This design comes from an exercise in tuning for small area on the open sky130 flow, not from production work.
Only simulation tests tie the RTL to the original design; equivalence was not proved.
The clock input has no modelled driver; a real chip could not lean on it and would need a root buffer or a full tree.
No activity file was given, so power comes from the tool's default toggle rates.

== alpha ==
==> flow/design.v (excerpt) <==
module SpiController #(
    parameter CLOCK_DIVIDE = 2,   
    parameter FRAME_WIDTH = 32   
) (
    input clk_i,   
    input reset_i,   
    input start_i,   
    output is_idle_o,   
    output spi_sclk_o,   
    output spi_mosi_o,   
    input spi_miso_i,   
    output spi_cs_o,   
    output unsigned [FRAME_WIDTH-1:0] data_o,   
    input unsigned [FRAME_WIDTH-1:0] data_i   
);
For scale: about 250 cells after synthesis, about 74 flip-flops.
clock: 5.0 ns
lec_check: 0
cap_margin: 20
core_margin: 2
core_utilization: 40
slew_margin: 20
standard.sh (not shown) runs the stock make flow with config.mk's settings and CLKGATE_MAP_FILE= SYNTH_SCRIPT=/design/flow/synth_recipe.tcl, a recipe that flattens the netlist after the stock synthesis.
==> flow/flow/run.sh <==
#!/bin/bash
# Standard ORFS layout with small port buffers and no CTS dummy loads.
cp standard.sh standard_sh_copy.log
cat config.mk > config_copy.log
export BUFFER_PORTS_ARGS="-buffer_cell sky130_fd_sc_hd__buf_1"
export CTS_ARGS="-sink_clustering_enable -repair_clock_nets -dont_use_dummy_load"
bash standard.sh > standard.log 2>&1
alpha ran to completion and came out clean on the timing, design-rule and antenna checks.
### alpha -> beta
==> flow/run.sh (new file) <==
#!/bin/bash
# synth_recipe.tcl (not shown) runs the flow's synth.tcl, then flattens the netlist and writes it again
# the make line also repeats each setting of config.mk as NAME=value (left out here)
make -C /OpenROAD-flow-scripts/flow DESIGN_CONFIG=/design/flow/config.mk WORK_HOME=/design/flow/orfs CLKGATE_MAP_FILE= SYNTH_SCRIPT=/design/flow/synth_recipe.tcl finish
removed: flow/flow/run.sh
removed: flow/standard.sh
[summary]
Relative to alpha, final weighted congestion in routability-driven placement has increased by 0.0093 in beta.
Routed wire length ended up 210 um higher on beta than on alpha.
beta vs alpha — detail-routed net length per standard cell climbed slightly
Taking alpha as the reference, in beta worst setup slack lost 0.40 ns; non-clock buffer area fraction after layout picked up an extra 11 points; power picked up an extra 0.17 mW.
Final area up 540 sq um in beta wrt alpha

========
## run A
SpiController, a different RTL version from the one above (not shown whole).
For scale: roughly 72 I/O pins, about 2400 sq um of cells after synthesis.
==> flow/config.mk <==
export PLATFORM = sky130hd
export DESIGN_NAME = SpiController
export DESIGN_NICKNAME = SpiController
export VERILOG_FILES = /design/flow/design.v
export SDC_FILE = /design/flow/constraint.sdc
export NUM_CORES = 4
export LEC_CHECK = 0
export CAP_MARGIN = 20
export CORE_MARGIN = 2
export CORE_UTILIZATION = 40
export SLEW_MARGIN = 20
==> flow/constraint.sdc <==
create_clock -name core_clock -period 5.0 [get_ports {clk_i}]
set_input_delay 1.0000 -clock core_clock [delete_from_list [all_inputs] [get_ports {clk_i}]]
set_output_delay 1.0000 -clock core_clock [all_outputs]
set_load 0.01 [all_outputs]
==> flow/flow/run.sh <==
#!/bin/bash
# Standard ORFS synthesis, then the combinational logic is replaced by a
# hand-mapped equivalent (flow/remap.py, flip-flops kept as synthesized), then
# the standard ORFS layout with small port buffers and a flat clock buffering
# (flow/clkbuf.tcl) in place of ORFS's clock tree synthesis.
set -euo pipefail
export BUFFER_PORTS_ARGS="-buffer_cell sky130_fd_sc_hd__buf_1"
export PRE_CTS_TCL=$PWD/flow/clkbuf.tcl
export CLKBUF_GROUPS=9
export CLKBUF_CELL=sky130_fd_sc_hd__clkbuf_4
export CLKBUF_ROOT=sky130_fd_sc_hd__clkbuf_4
bash standard.sh synth > synth.log 2>&1
R=orfs/results/sky130hd/SpiController/base
cp $R/1_2_yosys.v std_synth_netlist.log
python3 flow/remap.py std_synth_netlist.log $R/1_2_yosys.v > remap.log 2>&1
rm -f $R/1_synth.odb $R/1_synth.sdc
bash standard.sh > layout.log 2>&1
==> flow/flow/clkbuf.tcl <==
# Replaces ORFS's clock tree synthesis by a flat clock buffering: the
# flip-flops are split into CLKBUF_GROUPS groups by location (k-means) and
# each group is driven by one CLKBUF_CELL buffer placed at the group's
# centroid, fed from the clock port directly or, if CLKBUF_ROOT names a cell,
# through one root buffer of that cell.  All flip-flops thus see the same
# number of buffer stages.  Sourced as PRE_CTS_TCL; it overrides clock_tree_synthesis.
proc flat_clock_buffers { ngroups cellname rootname } {
  set db [ord::get_db]
  set block [ord::get_db_block]
  set portnet [$block findNet clk_i]
  set clknet $portnet
  set master [$db findMaster $cellname]
  set sinks {}
  foreach it [$clknet getITerms] {
    set inst [$it getInst]
    set bb [$inst getBBox]
    lappend sinks [list $it [expr {([$bb xMin] + [$bb xMax]) / 2.0}] [expr {([$bb yMin] + [$bb yMax]) / 2.0}]]
  }
  set n [llength $sinks]
  # k-means, seeded by sinks spread along x
  set sorted [lsort -real -index 1 $sinks]
  set cents {}
  for {set g 0} {$g < $ngroups} {incr g} {
    set s [lindex $sorted [expr {int(($g + 0.5) * $n / $ngroups)}]]
    lappend cents [list [lindex $s 1] [lindex $s 2]]
  }
  # balanced k-means: each group takes at most ceil(n / ngroups) sinks,
  # assigned greedily by increasing distance to the group centres
  set cap [expr {($n + $ngroups - 1) / $ngroups}]
  for {set iter 0} {$iter < 30} {incr iter} {
    set pairs {}
    set i 0
    foreach s $sinks {
      for {set g 0} {$g < $ngroups} {incr g} {
        set c [lindex $cents $g]
        lappend pairs [list [expr {abs([lindex $s 1] - [lindex $c 0]) + abs([lindex $s 2] - [lindex $c 1])}] $i $g]
      }
      incr i
    }
    set pairs [lsort -real -index 0 $pairs]
    set assign [lrepeat $n -1]
    set fill [lrepeat $ngroups 0]
    foreach p $pairs {
      lassign $p d i g
      if {[lindex $assign $i] >= 0 || [lindex $fill $g] >= $cap} continue
      lset assign $i $g
      lset fill $g [expr {[lindex $fill $g] + 1}]
    }
    set newc {}
    for {set g 0} {$g < $ngroups} {incr g} {
      set sx 0; set sy 0; set k 0
      foreach s $sinks a $assign {
        if {$a == $g} { set sx [expr {$sx + [lindex $s 1]}]; set sy [expr {$sy + [lindex $s 2]}]; incr k }
      }
      if {$k > 0} { lappend newc [list [expr {$sx / $k}] [expr {$sy / $k}]] } else { lappend newc [lindex $cents $g] }
    }
    set cents $newc
  }
  if {$rootname != ""} {
    # one root buffer at the centroid of the group buffers
    set rinst [odb::dbInst_create $block [$db findMaster $rootname] "clkbuf_flat_root"]
    set clknet [odb::dbNet_create $block "clknet_flat_root"]
    $clknet setSigType CLOCK
    [$rinst findITerm A] connect $portnet
    [$rinst findITerm X] connect $clknet
    set sx 0; set sy 0
    foreach c $cents { set sx [expr {$sx + [lindex $c 0]}]; set sy [expr {$sy + [lindex $c 1]}] }
    $rinst setLocation [expr {int($sx / $ngroups)}] [expr {int($sy / $ngroups)}]
    $rinst setPlacementStatus PLACED
  }
  for {set g 0} {$g < $ngroups} {incr g} {
    set inst [odb::dbInst_create $block $master "clkbuf_flat_$g"]
    set net [odb::dbNet_create $block "clknet_flat_$g"]
    $net setSigType CLOCK
    [$inst findITerm A] connect $clknet
    [$inst findITerm X] connect $net
    set k 0
    foreach s $sinks a $assign {
      if {$a == $g} {
        set it [lindex $s 0]
        $it disconnect
        $it connect $net
        incr k
      }
    }
    set c [lindex $cents $g]
    $inst setLocation [expr {int([lindex $c 0])}] [expr {int([lindex $c 1])}]
    $inst setPlacementStatus PLACED
    puts "clock buffer clkbuf_flat_$g ($cellname): $k flip-flops"
  }
}

rename clock_tree_synthesis orfs_clock_tree_synthesis
proc clock_tree_synthesis { args } {
  flat_clock_buffers $::env(CLKBUF_GROUPS) $::env(CLKBUF_CELL) $::env(CLKBUF_ROOT)
  set_propagated_clock [all_clocks]
}
Other scripts of this flow, unchanged in this note and not shown: flow/flow/remap.py
> inputs changed (run A -> run B)
--- a/flow/flow/clkbuf.tcl
+++ b/flow/flow/clkbuf.tcl
@@ -5,4 +5,10 @@
 # through one root buffer of that cell.  All flip-flops thus see the same
 # number of buffer stages.  Sourced as PRE_CTS_TCL; it overrides clock_tree_synthesis.
+proc out_iterm { inst } {
+  foreach it [$inst getITerms] {
+    if {[$it isOutputSignal]} { return $it }
+  }
+}
+
 proc flat_clock_buffers { ngroups cellname rootname } {
   set db [ord::get_db]
@@ -63,5 +69,5 @@
     $clknet setSigType CLOCK
     [$rinst findITerm A] connect $portnet
-    [$rinst findITerm X] connect $clknet
+    [out_iterm $rinst] connect $clknet
     set sx 0; set sy 0
     foreach c $cents { set sx [expr {$sx + [lindex $c 0]}]; set sy [expr {$sy + [lindex $c 1]}] }
@@ -74,5 +80,5 @@
     $net setSigType CLOCK
     [$inst findITerm A] connect $clknet
-    [$inst findITerm X] connect $net
+    [out_iterm $inst] connect $net
     set k 0
     foreach s $sinks a $assign {
--- outcome ---
- Re number of DRC violations after detailed-routing iteration 0: no difference whatsoever between run B and run A.
- From run A to run B, wire length did not move at all.
- Gate count after technology mapping: run B vs run A identical
- As far as number of global-route vias before repair goes, run A and run B are indistinguishable; the numbers are identical.
What run C does differently from run B at the input level:
--- a/flow/flow/run.sh
+++ b/flow/flow/run.sh
@@ -3,11 +3,11 @@
 # hand-mapped equivalent (flow/remap.py, flip-flops kept as synthesized), then
 # the standard ORFS layout with small port buffers and a flat clock buffering
-# (flow/clkbuf.tcl) in place of ORFS's clock tree synthesis.
+# (flow/clkbuf.tcl, two levels of inverters) in place of ORFS's clock tree synthesis.
 set -euo pipefail
 export BUFFER_PORTS_ARGS="-buffer_cell sky130_fd_sc_hd__buf_1"
 export PRE_CTS_TCL=$PWD/flow/clkbuf.tcl
-export CLKBUF_GROUPS=9
-export CLKBUF_CELL=sky130_fd_sc_hd__clkbuf_4
-export CLKBUF_ROOT=sky130_fd_sc_hd__clkbuf_4
+export CLKBUF_GROUPS=12
+export CLKBUF_CELL=sky130_fd_sc_hd__inv_2
+export CLKBUF_ROOT=sky130_fd_sc_hd__inv_4
 bash standard.sh synth > synth.log 2>&1
 R=orfs/results/sky130hd/SpiController/base
Overall power went down by a few percent going from run B to run C. As far as final-report max-slew violation count goes, run B and run C are indistinguishable; the numbers are identical. In run C, growth of design area from synthesis to finish is lower than in run B. Per-cell routed wire length in run C is 0.48% above run B. Diff run B -> run C: critical path data arrival time comparable; final critical path time including I/O delays and setup now larger; critical path depth comparable.
No run of this note takes its clock network from TritonCTS; it comes from the design's own scripts or RTL.

-- re-timing with driven ports --
The flow's constraints put no driver on any port. The routed layouts listed below were extracted and timed again, unchanged, in two steps.
Step 1: set_driving_cell puts a clkbuf_16 on clk_i and a buf_2 on each other input, an assumption about the parent block.
Step 2, shift: input delay + t, output delay - t, t = (earliest + latest rising clock arrival at the registers) / 2. This alone moves slack from input paths to output paths.
a / b / c = ideal ports / drivers / drivers and shift; a / b = the first two.
| run | shift t [ns] | setup slack, ns | slew at the worst register clock pin (ns) |
|---|---|---|---|
| alpha | 0.356 | 2.289 / 2.261 / 2.618 | 0.08 / 0.08 |
| beta | 0.363 | 1.894 / 1.864 / 2.228 | 0.08 / 0.08 |
| run A | 0.418 | 2.462 / 2.446 / 2.047 | 0.10 / 0.10 |
| run B | 0.418 | 2.462 / 2.446 / 2.047 | 0.10 / 0.10 |
| run C | 0.234 | 2.282 / 2.291 / 2.057 | 0.11 / 0.11 |
After both steps every run listed still meets setup and hold.
